What follows belongs to an exercise in optimizing a design on an open flow for small area, a short achievable clock period and few clock cycles per item; a production flow would make more cautious choices. The RTL of this run was laid out without a check of its function. Power figures rest on the tool's default switching activity, not on a simulated workload.

### config.mk
export PLATFORM = sky130hd
export DESIGN_NAME = simple_cpu_top
export DESIGN_NICKNAME = simple_cpu_top
export VERILOG_FILES = /design/flow/design.v
export SDC_FILE = /design/flow/constraint.sdc
export NUM_CORES = 4
export LEC_CHECK = 0
export CAP_MARGIN = 20
export CORE_MARGIN = 2
export CORE_UTILIZATION = 40
export GPL_TIMING_DRIVEN = 0
export SLEW_MARGIN = 20
export SYNTH_HIERARCHICAL = 1
export SYNTH_MINIMUM_KEEP_SIZE = 0
### design.v
module simple_datapath #(
    parameter BIT_WIDTH = 16
)(
    input wire clk,
    input wire en,
    input wire [BIT_WIDTH-1:0] a,
    input wire [BIT_WIDTH-1:0] b,
    output wire [BIT_WIDTH-1:0] p
);
    wire w1 = ~(a[0] & b[0]);
    wire w2 = ~(a[1] & b[0]);
    wire w3 = ~(a[2] & b[0]);
    wire w4 = ~(a[3] & b[0]);
    wire w5 = ~(a[4] & b[0]);
    wire w6 = ~(a[5] & b[0]);
    wire w7 = ~(a[6] & b[0]);
    wire w8 = ~(a[7] & b[0]);
    wire w9 = ~(a[8] & b[0]);
    wire w10 = ~(a[9] & b[0]);
    wire w11 = ~(a[10] & b[0]);
    wire w12 = ~(a[11] & b[0]);
    wire w13 = ~(a[12] & b[0]);
    wire w14 = ~(a[13] & b[0]);
    wire w15 = ~(a[14] & b[0]);
    wire w16 = ~(a[15] & b[0]);
    wire w17 = ~(a[0] & b[1]);
    wire w18 = ~(a[1] & b[1]);
    wire w19 = ~(a[2] & b[1]);
    wire w20 = ~(a[3] & b[1]);
    wire w21 = ~(a[4] & b[1]);
    wire w22 = ~(a[5] & b[1]);
    wire w23 = ~(a[6] & b[1]);
    wire w24 = ~(a[7] & b[1]);
    wire w25 = ~(a[8] & b[1]);
    wire w26 = ~(a[9] & b[1]);
    wire w27 = ~(a[10] & b[1]);
    wire w28 = ~(a[11] & b[1]);
    wire w29 = ~(a[12] & b[1]);
    wire w30 = ~(a[13] & b[1]);
    wire w31 = ~(a[14] & b[1]);
    wire w32 = ~(a[0] & b[2]);
    wire w33 = ~(a[1] & b[2]);
    wire w34 = ~(a[2] & b[2]);
    wire w35 = ~(a[3] & b[2]);
    wire w36 = ~(a[4] & b[2]);
    wire w37 = ~(a[5] & b[2]);
    wire w38 = ~(a[6] & b[2]);
    wire w39 = ~(a[7] & b[2]);
    wire w40 = ~(a[8] & b[2]);
    wire w41 = ~(a[9] & b[2]);
    wire w42 = ~(a[10] & b[2]);
    wire w43 = ~(a[11] & b[2]);
    wire w44 = ~(a[12] & b[2]);
    wire w45 = ~(a[13] & b[2]);
    wire w46 = ~(a[0] & b[3]);
    wire w47 = ~(a[1] & b[3]);
    wire w48 = ~(a[2] & b[3]);
    wire w49 = ~(a[3] & b[3]);
    wire w50 = ~(a[4] & b[3]);
    wire w51 = ~(a[5] & b[3]);
    wire w52 = ~(a[6] & b[3]);
    wire w53 = ~(a[7] & b[3]);
    wire w54 = ~(a[8] & b[3]);
    wire w55 = ~(a[9] & b[3]);
    wire w56 = ~(a[10] & b[3]);
    wire w57 = ~(a[11] & b[3]);
    wire w58 = ~(a[12] & b[3]);
    wire w59 = ~(a[0] & b[4]);
    wire w60 = ~(a[1] & b[4]);
    wire w61 = ~(a[2] & b[4]);
    wire w62 = ~(a[3] & b[4]);
    wire w63 = ~(a[4] & b[4]);
    wire w64 = ~(a[5] & b[4]);
    wire w65 = ~(a[6] & b[4]);
    wire w66 = ~(a[7] & b[4]);
    wire w67 = ~(a[8] & b[4]);
    wire w68 = ~(a[9] & b[4]);
    wire w69 = ~(a[10] & b[4]);
    wire w70 = ~(a[11] & b[4]);
    wire w71 = ~(a[0] & b[5]);
    wire w72 = ~(a[1] & b[5]);
    wire w73 = ~(a[2] & b[5]);
    wire w74 = ~(a[3] & b[5]);
    wire w75 = ~(a[4] & b[5]);
    wire w76 = ~(a[5] & b[5]);
    wire w77 = ~(a[6] & b[5]);
    wire w78 = ~(a[7] & b[5]);
    wire w79 = ~(a[8] & b[5]);
    wire w80 = ~(a[9] & b[5]);
    wire w81 = ~(a[10] & b[5]);
    wire w82 = ~(a[0] & b[6]);
    wire w83 = ~(a[1] & b[6]);
    wire w84 = ~(a[2] & b[6]);
    wire w85 = ~(a[3] & b[6]);
    wire w86 = ~(a[4] & b[6]);
    wire w87 = ~(a[5] & b[6]);
    wire w88 = ~(a[6] & b[6]);
    wire w89 = ~(a[7] & b[6]);
    wire w90 = ~(a[8] & b[6]);
    wire w91 = ~(a[9] & b[6]);
    wire w92 = ~(a[0] & b[7]);
    wire w93 = ~(a[1] & b[7]);
    wire w94 = ~(a[2] & b[7]);
    wire w95 = ~(a[3] & b[7]);
    wire w96 = ~(a[4] & b[7]);
    wire w97 = ~(a[5] & b[7]);
    wire w98 = ~(a[6] & b[7]);
    wire w99 = ~(a[7] & b[7]);
    wire w100 = ~(a[8] & b[7]);
    wire w101 = ~(a[0] & b[8]);
    wire w102 = ~(a[1] & b[8]);
    wire w103 = ~(a[2] & b[8]);
    wire w104 = ~(a[3] & b[8]);
    wire w105 = ~(a[4] & b[8]);
    wire w106 = ~(a[5] & b[8]);
    wire w107 = ~(a[6] & b[8]);
    wire w108 = ~(a[7] & b[8]);
    wire w109 = ~(a[0] & b[9]);
    wire w110 = ~(a[1] & b[9]);
    wire w111 = ~(a[2] & b[9]);
    wire w112 = ~(a[3] & b[9]);
    wire w113 = ~(a[4] & b[9]);
    wire w114 = ~(a[5] & b[9]);
    wire w115 = ~(a[6] & b[9]);
    wire w116 = ~(a[0] & b[10]);
    wire w117 = ~(a[1] & b[10]);
    wire w118 = ~(a[2] & b[10]);
    wire w119 = ~(a[3] & b[10]);
    wire w120 = ~(a[4] & b[10]);
    wire w121 = ~(a[5] & b[10]);
    wire w122 = ~(a[0] & b[11]);
    wire w123 = ~(a[1] & b[11]);
    wire w124 = ~(a[2] & b[11]);
    wire w125 = ~(a[3] & b[11]);
    wire w126 = ~(a[4] & b[11]);
    wire w127 = ~(a[0] & b[12]);
    wire w128 = ~(a[1] & b[12]);
    wire w129 = ~(a[2] & b[12]);
    wire w130 = ~(a[3] & b[12]);
    wire w131 = ~(a[0] & b[13]);
    wire w132 = ~(a[1] & b[13]);
    wire w133 = ~(a[2] & b[13]);
    wire w134 = ~(a[0] & b[14]);
    wire w135 = ~(a[1] & b[14]);
    wire w136 = ~(a[0] & b[15]);
    wire w137, w138;
    mul_xn u1 (.x(w18), .y(w3), .s(w137));
    mul_or u2 (.x(w18), .y(w3), .c(w138));
    wire w139, w140;
    mul_fa u3 (.x(w19), .y(w33), .z(w4), .s(w139), .c(w140));
    wire w141, w142;
    mul_xn u4 (.x(w46), .y(w138), .s(w141));
    mul_or u5 (.x(w46), .y(w138), .c(w142));
    wire w143, w144;
    mul_fa u6 (.x(w20), .y(w34), .z(w47), .s(w143), .c(w144));
    wire w145, w146;
    mul_fa u7 (.x(w5), .y(w59), .z(w140), .s(w145), .c(w146));
    wire w147, w148;
    mul_xn u8 (.x(w143), .y(w142), .s(w147));
    mul_or u9 (.x(w143), .y(w142), .c(w148));
    wire w149, w150;
    mul_fa u10 (.x(w21), .y(w35), .z(w48), .s(w149), .c(w150));
    wire w151, w152;
    mul_fa u11 (.x(w6), .y(w60), .z(w71), .s(w151), .c(w152));
    wire w153, w154;
    mul_fa u12 (.x(w144), .y(w149), .z(w151), .s(w153), .c(w154));
    wire w155, w156;
    mul_xn u13 (.x(w148), .y(w146), .s(w155));
    mul_or u14 (.x(w148), .y(w146), .c(w156));
    wire w157, w158;
    mul_fa u15 (.x(w22), .y(w36), .z(w49), .s(w157), .c(w158));
    wire w159, w160;
    mul_fa u16 (.x(w61), .y(w7), .z(w72), .s(w159), .c(w160));
    wire w161, w162;
    mul_fa u17 (.x(w82), .y(w150), .z(w152), .s(w161), .c(w162));
    wire w163, w164;
    mul_fa u18 (.x(w157), .y(w159), .z(w154), .s(w163), .c(w164));
    wire w165, w166;
    mul_xn u19 (.x(w161), .y(w156), .s(w165));
    mul_or u20 (.x(w161), .y(w156), .c(w166));
    wire w167, w168;
    mul_fa u21 (.x(w23), .y(w37), .z(w50), .s(w167), .c(w168));
    wire w169, w170;
    mul_fa u22 (.x(w62), .y(w73), .z(w8), .s(w169), .c(w170));
    wire w171, w172;
    mul_fa u23 (.x(w83), .y(w92), .z(w158), .s(w171), .c(w172));
    wire w173, w174;
    mul_fa u24 (.x(w160), .y(w167), .z(w169), .s(w173), .c(w174));
    wire w175, w176;
    mul_fa u25 (.x(w162), .y(w171), .z(w173), .s(w175), .c(w176));
    wire w177, w178;
    mul_xn u26 (.x(w164), .y(w166), .s(w177));
    mul_or u27 (.x(w164), .y(w166), .c(w178));
    wire w179, w180;
    mul_fa u28 (.x(w101), .y(w24), .z(w38), .s(w179), .c(w180));
    wire w181, w182;
    mul_fa u29 (.x(w51), .y(w63), .z(w74), .s(w181), .c(w182));
    wire w183, w184;
    mul_fa u30 (.x(w84), .y(w9), .z(w93), .s(w183), .c(w184));
    wire w185, w186;
    mul_fa u31 (.x(w168), .y(w170), .z(w179), .s(w185), .c(w186));
    wire w187, w188;
    mul_fa u32 (.x(w181), .y(w183), .z(w172), .s(w187), .c(w188));
    wire w189, w190;
    mul_fa u33 (.x(w174), .y(w185), .z(w187), .s(w189), .c(w190));
    wire w191, w192;
    mul_xn u34 (.x(w176), .y(w178), .s(w191));
    mul_or u35 (.x(w176), .y(w178), .c(w192));
    wire w193, w194;
    mul_fa u36 (.x(w10), .y(w102), .z(w109), .s(w193), .c(w194));
    wire w195, w196;
    mul_fa u37 (.x(w25), .y(w39), .z(w52), .s(w195), .c(w196));
    wire w197, w198;
    mul_fa u38 (.x(w64), .y(w75), .z(w85), .s(w197), .c(w198));
    wire w199, w200;
    mul_fa u39 (.x(w94), .y(w180), .z(w182), .s(w199), .c(w200));
    wire w201, w202;
    mul_fa u40 (.x(w184), .y(w193), .z(w195), .s(w201), .c(w202));
    wire w203, w204;
    mul_fa u41 (.x(w197), .y(w186), .z(w199), .s(w203), .c(w204));
    wire w205, w206;
    mul_fa u42 (.x(w201), .y(w188), .z(w203), .s(w205), .c(w206));
    wire w207, w208;
    mul_fa u43 (.x(w103), .y(w11), .z(w110), .s(w207), .c(w208));
    wire w209, w210;
    mul_fa u44 (.x(w116), .y(w26), .z(w40), .s(w209), .c(w210));
    wire w211, w212;
    mul_fa u45 (.x(w53), .y(w65), .z(w76), .s(w211), .c(w212));
    wire w213, w214;
    mul_fa u46 (.x(w86), .y(w95), .z(w194), .s(w213), .c(w214));
    wire w215, w216;
    mul_fa u47 (.x(w196), .y(w198), .z(w207), .s(w215), .c(w216));
    wire w217, w218;
    mul_fa u48 (.x(w209), .y(w211), .z(w200), .s(w217), .c(w218));
    wire w219, w220;
    mul_fa u49 (.x(w202), .y(w213), .z(w215), .s(w219), .c(w220));
    wire w221, w222;
    mul_xn u50 (.x(w204), .y(w217), .s(w221));
    mul_or u51 (.x(w204), .y(w217), .c(w222));
    wire w223, w224;
    mul_fa u52 (.x(w104), .y(w111), .z(w117), .s(w223), .c(w224));
    wire w225, w226;
    mul_fa u53 (.x(w12), .y(w122), .z(w27), .s(w225), .c(w226));
    wire w227, w228;
    mul_fa u54 (.x(w41), .y(w54), .z(w66), .s(w227), .c(w228));
    wire w229, w230;
    mul_fa u55 (.x(w77), .y(w87), .z(w96), .s(w229), .c(w230));
    wire w231, w232;
    mul_fa u56 (.x(w208), .y(w210), .z(w212), .s(w231), .c(w232));
    wire w233, w234;
    mul_fa u57 (.x(w223), .y(w225), .z(w227), .s(w233), .c(w234));
    wire w235, w236;
    mul_fa u58 (.x(w229), .y(w214), .z(w216), .s(w235), .c(w236));
    wire w237, w238;
    mul_fa u59 (.x(w231), .y(w233), .z(w218), .s(w237), .c(w238));
    wire w239, w240;
    mul_xn u60 (.x(w220), .y(w235), .s(w239));
    mul_or u61 (.x(w220), .y(w235), .c(w240));
    wire w241, w242;
    mul_fa u62 (.x(w105), .y(w112), .z(w118), .s(w241), .c(w242));
    wire w243, w244;
    mul_fa u63 (.x(w123), .y(w127), .z(w13), .s(w243), .c(w244));
    wire w245, w246;
    mul_fa u64 (.x(w28), .y(w42), .z(w55), .s(w245), .c(w246));
    wire w247, w248;
    mul_fa u65 (.x(w67), .y(w78), .z(w88), .s(w247), .c(w248));
    wire w249, w250;
    mul_fa u66 (.x(w97), .y(w224), .z(w226), .s(w249), .c(w250));
    wire w251, w252;
    mul_fa u67 (.x(w228), .y(w230), .z(w241), .s(w251), .c(w252));
    wire w253, w254;
    mul_fa u68 (.x(w243), .y(w245), .z(w247), .s(w253), .c(w254));
    wire w255, w256;
    mul_fa u69 (.x(w232), .y(w234), .z(w249), .s(w255), .c(w256));
    wire w257, w258;
    mul_fa u70 (.x(w251), .y(w253), .z(w236), .s(w257), .c(w258));
    wire w259, w260;
    mul_xn u71 (.x(w255), .y(w240), .s(w259));
    mul_or u72 (.x(w255), .y(w240), .c(w260));
    wire w261, w262;
    mul_fa u73 (.x(w106), .y(w113), .z(w119), .s(w261), .c(w262));
    wire w263, w264;
    mul_fa u74 (.x(w124), .y(w128), .z(w131), .s(w263), .c(w264));
    wire w265, w266;
    mul_fa u75 (.x(w14), .y(w29), .z(w43), .s(w265), .c(w266));
    wire w267, w268;
    mul_fa u76 (.x(w56), .y(w68), .z(w79), .s(w267), .c(w268));
    wire w269, w270;
    mul_fa u77 (.x(w89), .y(w98), .z(w242), .s(w269), .c(w270));
    wire w271, w272;
    mul_fa u78 (.x(w244), .y(w246), .z(w248), .s(w271), .c(w272));
    wire w273, w274;
    mul_fa u79 (.x(w261), .y(w263), .z(w265), .s(w273), .c(w274));
    wire w275, w276;
    mul_fa u80 (.x(w267), .y(w250), .z(w252), .s(w275), .c(w276));
    wire w277, w278;
    mul_fa u81 (.x(w254), .y(w269), .z(w271), .s(w277), .c(w278));
    wire w279, w280;
    mul_fa u82 (.x(w273), .y(w256), .z(w275), .s(w279), .c(w280));
    wire w281, w282;
    mul_xn u83 (.x(w277), .y(w258), .s(w281));
    mul_or u84 (.x(w277), .y(w258), .c(w282));
    wire w283, w284;
    mul_fa u85 (.x(w107), .y(w114), .z(w120), .s(w283), .c(w284));
    wire w285, w286;
    mul_fa u86 (.x(w125), .y(w129), .z(w132), .s(w285), .c(w286));
    wire w287, w288;
    mul_fa u87 (.x(w134), .y(w15), .z(w30), .s(w287), .c(w288));
    wire w289, w290;
    mul_fa u88 (.x(w44), .y(w57), .z(w69), .s(w289), .c(w290));
    wire w291, w292;
    mul_fa u89 (.x(w80), .y(w90), .z(w99), .s(w291), .c(w292));
    wire w293, w294;
    mul_fa u90 (.x(w262), .y(w264), .z(w266), .s(w293), .c(w294));
    wire w295, w296;
    mul_fa u91 (.x(w268), .y(w283), .z(w285), .s(w295), .c(w296));
    wire w297, w298;
    mul_fa u92 (.x(w287), .y(w289), .z(w291), .s(w297), .c(w298));
    wire w299, w300;
    mul_fa u93 (.x(w270), .y(w272), .z(w274), .s(w299), .c(w300));
    wire w301, w302;
    mul_fa u94 (.x(w293), .y(w295), .z(w297), .s(w301), .c(w302));
    wire w303, w304;
    mul_fa u95 (.x(w276), .y(w278), .z(w299), .s(w303), .c(w304));
    wire w305, w306;
    mul_xn u96 (.x(w301), .y(w280), .s(w305));
    mul_or u97 (.x(w301), .y(w280), .c(w306));
    wire w307;
    mul_x2 u98 (.x(w100), .y(w108), .s(w307));
    wire w308;
    mul_x2 u99 (.x(w115), .y(w121), .s(w308));
    wire w309;
    mul_x2 u100 (.x(w126), .y(w130), .s(w309));
    wire w310;
    mul_x2 u101 (.x(w133), .y(w135), .s(w310));
    wire w311;
    mul_x2 u102 (.x(w136), .y(w16), .s(w311));
    wire w312;
    mul_x2 u103 (.x(w31), .y(w45), .s(w312));
    wire w313;
    mul_x2 u104 (.x(w58), .y(w70), .s(w313));
    wire w314;
    mul_x2 u105 (.x(w81), .y(w91), .s(w314));
    wire w315;
    mul_x2 u106 (.x(w307), .y(w308), .s(w315));
    wire w316;
    mul_x2 u107 (.x(w309), .y(w310), .s(w316));
    wire w317;
    mul_x2 u108 (.x(w311), .y(w312), .s(w317));
    wire w318;
    mul_x2 u109 (.x(w313), .y(w314), .s(w318));
    wire w319;
    mul_x2 u110 (.x(w315), .y(w316), .s(w319));
    wire w320;
    mul_x2 u111 (.x(w317), .y(w318), .s(w320));
    wire w321;
    mul_x2 u112 (.x(w284), .y(w286), .s(w321));
    wire w322;
    mul_x2 u113 (.x(w288), .y(w290), .s(w322));
    wire w323;
    mul_x2 u114 (.x(w292), .y(w319), .s(w323));
    wire w324;
    mul_x2 u115 (.x(w320), .y(w321), .s(w324));
    wire w325;
    mul_x2 u116 (.x(w322), .y(w323), .s(w325));
    wire w326;
    mul_x2 u117 (.x(w324), .y(w325), .s(w326));
    wire w327;
    mul_x2 u118 (.x(w294), .y(w326), .s(w327));
    wire w328;
    mul_x2 u119 (.x(w296), .y(w298), .s(w328));
    wire w329;
    mul_x2 u120 (.x(w327), .y(w328), .s(w329));
    wire w330;
    mul_x2 u121 (.x(w329), .y(w300), .s(w330));
    wire w331;
    mul_x2 u122 (.x(w302), .y(w330), .s(w331));
    wire w332;
    mul_x2 u123 (.x(w331), .y(w304), .s(w332));
    wire w333 = w17 | w2;
    wire w334, w335;
    mul_fa u124 (.x(w32), .y(w137), .z(w333), .s(w334), .c(w335));
    wire w336, w337;
    mul_ha u125 (.x(w141), .y(w139), .s(w336), .c(w337));
    wire w338;
    mul_ao u126 (.g(w337), .p(w336), .ci(w335), .co(w338));
    wire w339, w340;
    mul_ha u127 (.x(w147), .y(w145), .s(w339), .c(w340));
    wire w341;
    mul_ao u128 (.g(w340), .p(w339), .ci(w338), .co(w341));
    wire w342, w343;
    mul_ha u129 (.x(w153), .y(w155), .s(w342), .c(w343));
    wire w344;
    mul_ao u130 (.g(w343), .p(w342), .ci(w341), .co(w344));
    wire w345, w346;
    mul_ha u131 (.x(w165), .y(w163), .s(w345), .c(w346));
    wire w347;
    mul_ao u132 (.g(w346), .p(w345), .ci(w344), .co(w347));
    reg [31:0] q;
    always @(posedge clk)
        if (en) q <= {w306, w332, w282, w305, w303, w281, w260, w279, w257, w259, w238, w237, w222, w239, w206, w221, w219, w205, w192, w190, w189, w191, w177, w175, w347, ~(w345 ^ w344), ~(w342 ^ w341), ~(w339 ^ w338), ~(w336 ^ w335), ~w334, w17 ^ w2, ~w1};
    assign p[0] = q[0];
    assign p[1] = q[1];
    assign p[2] = q[2];
    assign p[3] = q[3];
    assign p[4] = q[4];
    assign p[5] = q[5];
    assign p[6] = q[6];
    wire w348, w349;
    mul_xn u133 (.x(q[12]), .y(q[13]), .s(w348));
    mul_or u134 (.x(q[12]), .y(q[13]), .c(w349));
    wire w350, w351;
    mul_fa u135 (.x(q[15]), .y(q[16]), .z(q[17]), .s(w350), .c(w351));
    wire w352, w353;
    mul_fa u136 (.x(q[18]), .y(q[19]), .z(q[20]), .s(w352), .c(w353));
    wire w354, w355;
    mul_fa u137 (.x(q[21]), .y(q[22]), .z(q[23]), .s(w354), .c(w355));
    wire w356, w357;
    mul_fa u138 (.x(q[24]), .y(q[25]), .z(q[26]), .s(w356), .c(w357));
    wire w358, w359;
    mul_fa u139 (.x(q[27]), .y(q[28]), .z(q[29]), .s(w358), .c(w359));
    wire w360;
    mul_x2 u140 (.x(q[30]), .y(q[31]), .s(w360));
    wire w361;
    mul_x2 u141 (.x(w360), .y(w359), .s(w361));
    wire w362, w363;
    mul_ha u142 (.x(q[8]), .y(q[9]), .s(w362), .c(w363));
    wire w364;
    mul_ao u143 (.g(w363), .p(w362), .ci(q[7]), .co(w364));
    wire w365, w366;
    mul_ha u144 (.x(q[10]), .y(q[11]), .s(w365), .c(w366));
    wire w367;
    mul_ao u145 (.g(w366), .p(w365), .ci(w364), .co(w367));
    wire w368, w369;
    mul_ha u146 (.x(q[14]), .y(w348), .s(w368), .c(w369));
    wire w370;
    mul_ao u147 (.g(w369), .p(w368), .ci(w367), .co(w370));
    wire w371, w372;
    mul_ha u148 (.x(w349), .y(w350), .s(w371), .c(w372));
    wire w373;
    mul_ao u149 (.g(w372), .p(w371), .ci(w370), .co(w373));
    wire w374, w375;
    mul_ha u150 (.x(w351), .y(w352), .s(w374), .c(w375));
    wire w376;
    mul_ao u151 (.g(w375), .p(w374), .ci(w372), .co(w376));
    wire w377 = w374 & w371;
    wire w378;
    mul_ao u152 (.g(w376), .p(w377), .ci(w370), .co(w378));
    wire w379, w380;
    mul_ha u153 (.x(w353), .y(w354), .s(w379), .c(w380));
    wire w381;
    mul_ao u154 (.g(w380), .p(w379), .ci(w375), .co(w381));
    wire w382 = w379 & w374;
    wire w383;
    mul_ao u155 (.g(w381), .p(w382), .ci(w373), .co(w383));
    wire w384, w385;
    mul_ha u156 (.x(w355), .y(w356), .s(w384), .c(w385));
    wire w386, w387;
    mul_ha u157 (.x(w357), .y(w358), .s(w386), .c(w387));
    wire w388;
    mul_ao u158 (.g(w387), .p(w386), .ci(w385), .co(w388));
    wire w389 = w386 & w384;
    wire w390;
    mul_ao u159 (.g(w385), .p(w384), .ci(w383), .co(w390));
    wire w391;
    mul_ao u160 (.g(w388), .p(w389), .ci(w383), .co(w391));
    assign p[7] = ~(w362 ^ q[7]);
    assign p[8] = ~(w365 ^ w364);
    assign p[9] = ~(w368 ^ w367);
    assign p[10] = ~(w371 ^ w370);
    assign p[11] = ~(w374 ^ w373);
    assign p[12] = ~(w379 ^ w378);
    assign p[13] = ~(w384 ^ w383);
    assign p[14] = ~(w386 ^ w390);
    assign p[15] = (w361 ^ w391);
endmodule
module mul_fa (
    input wire x, y, z,
    output wire s, c
);
    assign s = x ^ y ^ z;
    assign c = (x & y) | (x & z) | (y & z);
endmodule
module mul_ha (
    input wire x, y,
    output wire s, c
);
    assign s = x ^ y;
    assign c = x & y;
endmodule
module mul_xn (
    input wire x, y,
    output wire s
);
    assign s = ~(x ^ y);
endmodule
module mul_or (
    input wire x, y,
    output wire c
);
    assign c = x | y;
endmodule
module mul_x2 (
    input wire x, y,
    output wire s
);
    assign s = x ^ y;
endmodule
module mul_ao (
    input wire g, p, ci,
    output wire co
);
    assign co = g | (p & ci);
endmodule
module simple_control (
    input wire clk,
    input wire rst_n,
    input wire start,
    output reg done
);
    always @(posedge clk or negedge rst_n) begin
        if (!rst_n)
            done <= 1'b0;
        else if (start)
            done <= 1'b1;
    end
endmodule
module simple_cpu_top #(
    parameter BIT_WIDTH = 16,
    parameter PROGRAM_FILE = "program.mem"
)(
    input wire clk,
    input wire rst_n,
    input wire start,
    input wire [BIT_WIDTH-1:0] operand_a,
    input wire [BIT_WIDTH-1:0] operand_b,
    output wire [BIT_WIDTH-1:0] result,
    output wire done
);
    simple_datapath #(.BIT_WIDTH(BIT_WIDTH)) datapath (
        .clk(clk), .en(start), .a(operand_a), .b(operand_b), .p(result)
    );
    simple_control control (
        .clk(clk), .rst_n(rst_n), .start(start), .done(done)
    );
endmodule
### flow/outbuf.tcl
# After global placement: the output-port buffers drive only the port's fixed
# load, so use the smallest buffer for them (the resizer upsizes any that
# need it); input-port buffers that drive many gates get a stronger buffer.
foreach inst [get_cells output*] {
  replace_cell $inst sky130_fd_sc_hd__buf_1
}
foreach inst [get_cells input*] {
  set pin [get_pins -of_objects $inst -filter "direction == output"]
  set net [get_nets -of_objects $pin]
  set nload [llength [get_pins -of_objects $net -filter "direction == input"]]
  if {$nload > 8} {
    replace_cell $inst sky130_fd_sc_hd__buf_4
  }
}
### constraint.sdc
create_clock -name core_clock -period 5.0 [get_ports {clk}]
set_input_delay 1.0000 -clock core_clock [delete_from_list [all_inputs] [get_ports {clk}]]
set_output_delay 1.0000 -clock core_clock [all_outputs]
set_load 0.01 [all_outputs]
### flow/run.sh
#!/bin/bash
# The standard layout with: port buffers made from buf_2 cells (ORFS's
# default picks a delay buffer, clkdlybuf4s50_1), then changed to buf_1 for
# the output ports and buf_4 for input ports with many loads
# (flow/outbuf.tcl); and the buffers that synthesis (ABC) inserted removed at
# floorplan, leaving buffering to the resizer, which sees the placement.
set -euo pipefail
bash standard.sh "BUFFER_PORTS_ARGS=-buffer_cell sky130_fd_sc_hd__buf_2" "POST_GLOBAL_PLACE_TCL=$(pwd)/flow/outbuf.tcl" REMOVE_ABC_BUFFERS=1 finish > standard_run.log 2>&1
### standard.sh
#!/bin/bash
# synth_recipe.tcl (not shown) runs the flow's synth.tcl, then flattens the netlist and writes it again
# the make line also repeats each setting of config.mk as NAME=value (left out here)
make -C /OpenROAD-flow-scripts/flow DESIGN_CONFIG=/design/flow/config.mk WORK_HOME=/design/flow/orfs CLKGATE_MAP_FILE= SYNTH_SCRIPT=/design/flow/synth_recipe.tcl "${@:-finish}"
==> results by group <==
Run status
  – Outcome: finished clean

Cells and area
  – # fillers: 994
  – # diodes: 0
  – Multi-input logic area: 2960 um^2
  – Proportion of layout cells with a drive suffix above 1: 10.8%
  – Non-Filler Instances: 544
  – Nets: 534
  – Seq. cell area: 986 um^2
  – Final core utilization: 44.2%
  – Synth-to-layout area growth: 8.97%

Logic synthesis
  – Post-synth EDFFs: 32
  – Synth Area in XOR/XNOR: 11.5%
  – Netlist cell types: 15
  – Syn Std Cell Area: 4130 um^2
  – Sequential area share after synthesis: 23.9%
  – Largest family of logic cells by synthesized area: adder cells
  – Synth Area in Adders: 42.3%
  – Synth warnings: 8
  – Post-synthesis mux area share: 0%
  – Ys flop type: edfxtp_1
  – Post-Syn Instances: 374
  – Simple-Gate Fraction of Synth Area: 15.2%
  – Flops & latches, synth: 33
  – Synth Area in Compound Gates: 2.73%
  – Synth async-reset ratio: 3.03%
  – Avg Inst Size Synth: 11.0 um^2

Drt
  – Vias per inst: 4.96
  – First DRT Iteration DRCs: 194
  – DRC violations left: 0
  – Average wire per standard cell: 16.0 um
  – DRT antenna net count: 0
  – Total number of vias: 2698
  – Final WL: 8700 um
  – DR pass1 iterations: 4

Power and ir drop
  – P_leak: 1.68 nW
  – Sw Share: 41.1%
  – Flop pwr share: 24.0%
  – Clk network pwr share: 11.5%
  – Power Dens Cells: 444 nW/um^2
  – Combinational share of power: 64.6%
  – Final Power: 2.00 mW
  – NetSw: 0.821 mW
  – Peak VDD IR: 0.331 mV
  – Pint: 1.18 mW

Floorplanning
  – Die area: 11100 um^2
  – Height of the chip: 106 um
  – # IOs: 52
  – Die Wd: 106 um
  – Core Footprint: 10200 um^2
  – Starting Density: 40.5%
  – Rows: 37

STA
  – Unrepaired setup endpoints after global routing: no
  – Setup violators final: 0
  – Post-route clock period utilization: 69.1%
  – Final Skew: 0 ns
  – Slew margin rel.: 72.0%
  – Slew Viols, Final: 0
  – Max Freq: 0.290 GHz
  – Min Tclk post-route: 3.45 ns
  – Worst-Margin Slew: 0.420 ns
  – Setup TNS Final: 0 ns
  – Hold Vio Cnt, Final: 0

Hold path
  – Min-delay src: control.done
  – HP Class: reg2reg
  – WHS Endpoint: control.done
  – Hold depth: 1

Placed design
  – Inst Count DP: 536
  – Post-detail-place hpwl: 6680 um
  – IO Port Bufs: 51

Setup path
  – Max FO, Critical Path: 3
  – Worst EP required: 4.00 ns
  – Reg2reg start: control.done
  – Setup crit start: datapath.q[9]
  – Worst setup EP type: primary output
  – Worst R2R Setup Slack: 4.30 ns
  – Reg2Reg Depth: 1
  – R2R Path End: control.done
  – Critical Path Start Type: register
  – Setup CP Type: reg2out
  – Worst EP arrival: 2.45 ns

GRT
  – First-pass GRT wire length: 14900 um
  – Largest net degree at the start of global routing: 34
  – Vias in the first global route: 3003
  – Total GRT Usage: 17.4%
  – GRT overflow: 0
  – Initial antenna violation count: 0

Clocking
  – Clock Latency Late Sink: 0.28 ns
  – CTS max path bufs: 2
  – TritonCTS clock tree: done
  – Cts repair resizes: 0
  – Root Buffer: clkbuf_8
  – CTS clock-pin slew for the worst setup and hold paths: 0.07 ns
  – CTS Buf Count: 5
  – Clock Sinks: 33
  – H-tree levels: 2
  – Post-CTS Setup Bufs: 0
  – Hold Buf Count CTS: 0

Run
  – Max Cap Viol: 0
## cells by family (layout without fill, tap and decap cells)
group / after synthesis / in the layout
compound gates: 15 / 15
flops: 33 / 33
xor+xnor: 54 / 54
simple gates: 153 / 153
fa+ha+maj: 92 / 92
buf+inv: 27 / 61
## per-module statistics from Yosys, one instance, submodules excluded, excerpt
| module | cells inside | area, um^2 | flip-flops and latches | times used |
|---|---|---|---|---|
| mul_ha | 1 | 12.5 | 0 | 12 |
| mul_or | 1 | 6.26 | 0 | 13 |
| mul_xn | 1 | 8.76 | 0 | 13 |
| mul_ao | 1 | 7.51 | 0 | 15 |
| mul_x2 | 1 | 8.76 | 0 | 28 |
| simple_control | 2 | 31.3 | 1 | 1 |
| mul_fa | 1 | 20.0 | 0 | 79 |
## power groups by stage
stage                     clock network (mW)  logic (mW)  registers (mW)
after detailed placement                   0        1.32           0.488
final                                  0.229        1.29           0.478
after global routing                   0.247        1.47           0.490
after global placement                     0        1.33           0.482
after CTS                              0.236        1.32           0.481
after floorplan                            0       0.951           0.488
## registers in the layout, summed over array words and instances, names as in the netlist
signal	count
datapath.q	32
control.done	1
## cell usage in the layout (no fill, tap or decap)
cell / count
nand2_1: 133
fa_1: 79
edfxtp_1: 32
xor2_1: 29
xnor2_1: 25
buf_4: 17
buf_2: 17
buf_1: 17
a21o_1: 15
or2_1: 14
ha_1: 13
clkbuf_8: 7
and2_1: 4
inv_1: 2
and2_2: 2
clkinv_2: 1
dfrtp_1: 1
## critical path, stage by stage (launching register included)
cell,delay [ns]
edfxtp_1,0.37
ha_1,0.33
a21o_1,0.21
a21o_1,0.18
a21o_1,0.20
a21o_1,0.19
a21o_1,0.20
a21o_1,0.18
xor2_1,0.15
buf_1,0.16
## layer usage
layer	global-route usage, %	share of wire (%)
met1	21.9	40
met4	4.70	1.6
met5	0	0
met3	2.35	6.9
met2	31.3	51
## stage by stage
stage | area [um^2] | hold slack, ns | setup WS, ns
2_1_floorplan | 3950 | 0.504 | 1.61
5_1_grt | 4500 | 0.459 | 1.39
3_3_place_gp | 4380 | 0.441 | 1.13
4_1_cts | 4500 | 0.464 | 1.48
3_5_place_dp | 4400 | 0.450 | 1.22
6_report | 4500 | 0.463 | 1.55
## layout make-up
type	instances	area share (%)
clock buffer	7	2.14
clock inverter	1	0.111
inverter	2	0.167
multi-input combinational	314	65.7
sequential	33	21.9
tap	136	3.78
timing repair buffer	51	6.15
## cell usage after synthesis (4+ instances only)
cell / count / share of area (%)
buf_2: 10 / 1.2
edfxtp_1: 32 / 23
fa_1: 79 / 38
a21o_1: 15 / 2.7
xnor2_1: 25 / 5.3
buf_6: 4 / 1.1
xor2_1: 29 / 6.2
and2_1: 4 / 0.61
buf_4: 11 / 2.0
or2_1: 14 / 2.1
ha_1: 13 / 3.9
nand2_1: 133 / 12
## how the worst max path moves through the flow
stage | endpoint | slack (ns) | cells past startpoint
2_1_floorplan | datapath.q[31] | 1.61 | 6
3_3_place_gp | datapath.q[31] | 1.13 | 7
3_5_place_dp | datapath.q[31] | 1.22 | 7
4_1_cts | result[15] | 1.48 | 9
5_1_grt | result[15] | 1.39 | 9
6_report | result[15] | 1.55 | 9

-- what the ideal ports hide --
The results above use ideal ports. As a check the final layout listed here was re-extracted and re-timed, cells and wires unchanged.
Step 1 assumes that a clkbuf_16 drives the clock port and a buf_2 every other input.
Step 2 moves the port delays by t, midway between the first and last clock arrival at a register: inputs arrive t later, outputs are due t later. That takes back most of the time a late clock gives input paths.
a / b / c = ideal / step 1 / step 2; a / b = the first two.
t, ns: 0.317
slack for setup (ns): 1.546 / 1.516 / 1.244
worst setup path at the end: input to register
clock arrival spread, ns: 0.014 / 0.014
After both steps this run still meets setup and hold. For this run, drivers alone change the setup slack by -0.030 ns; drivers and shift together by -0.302 ns.
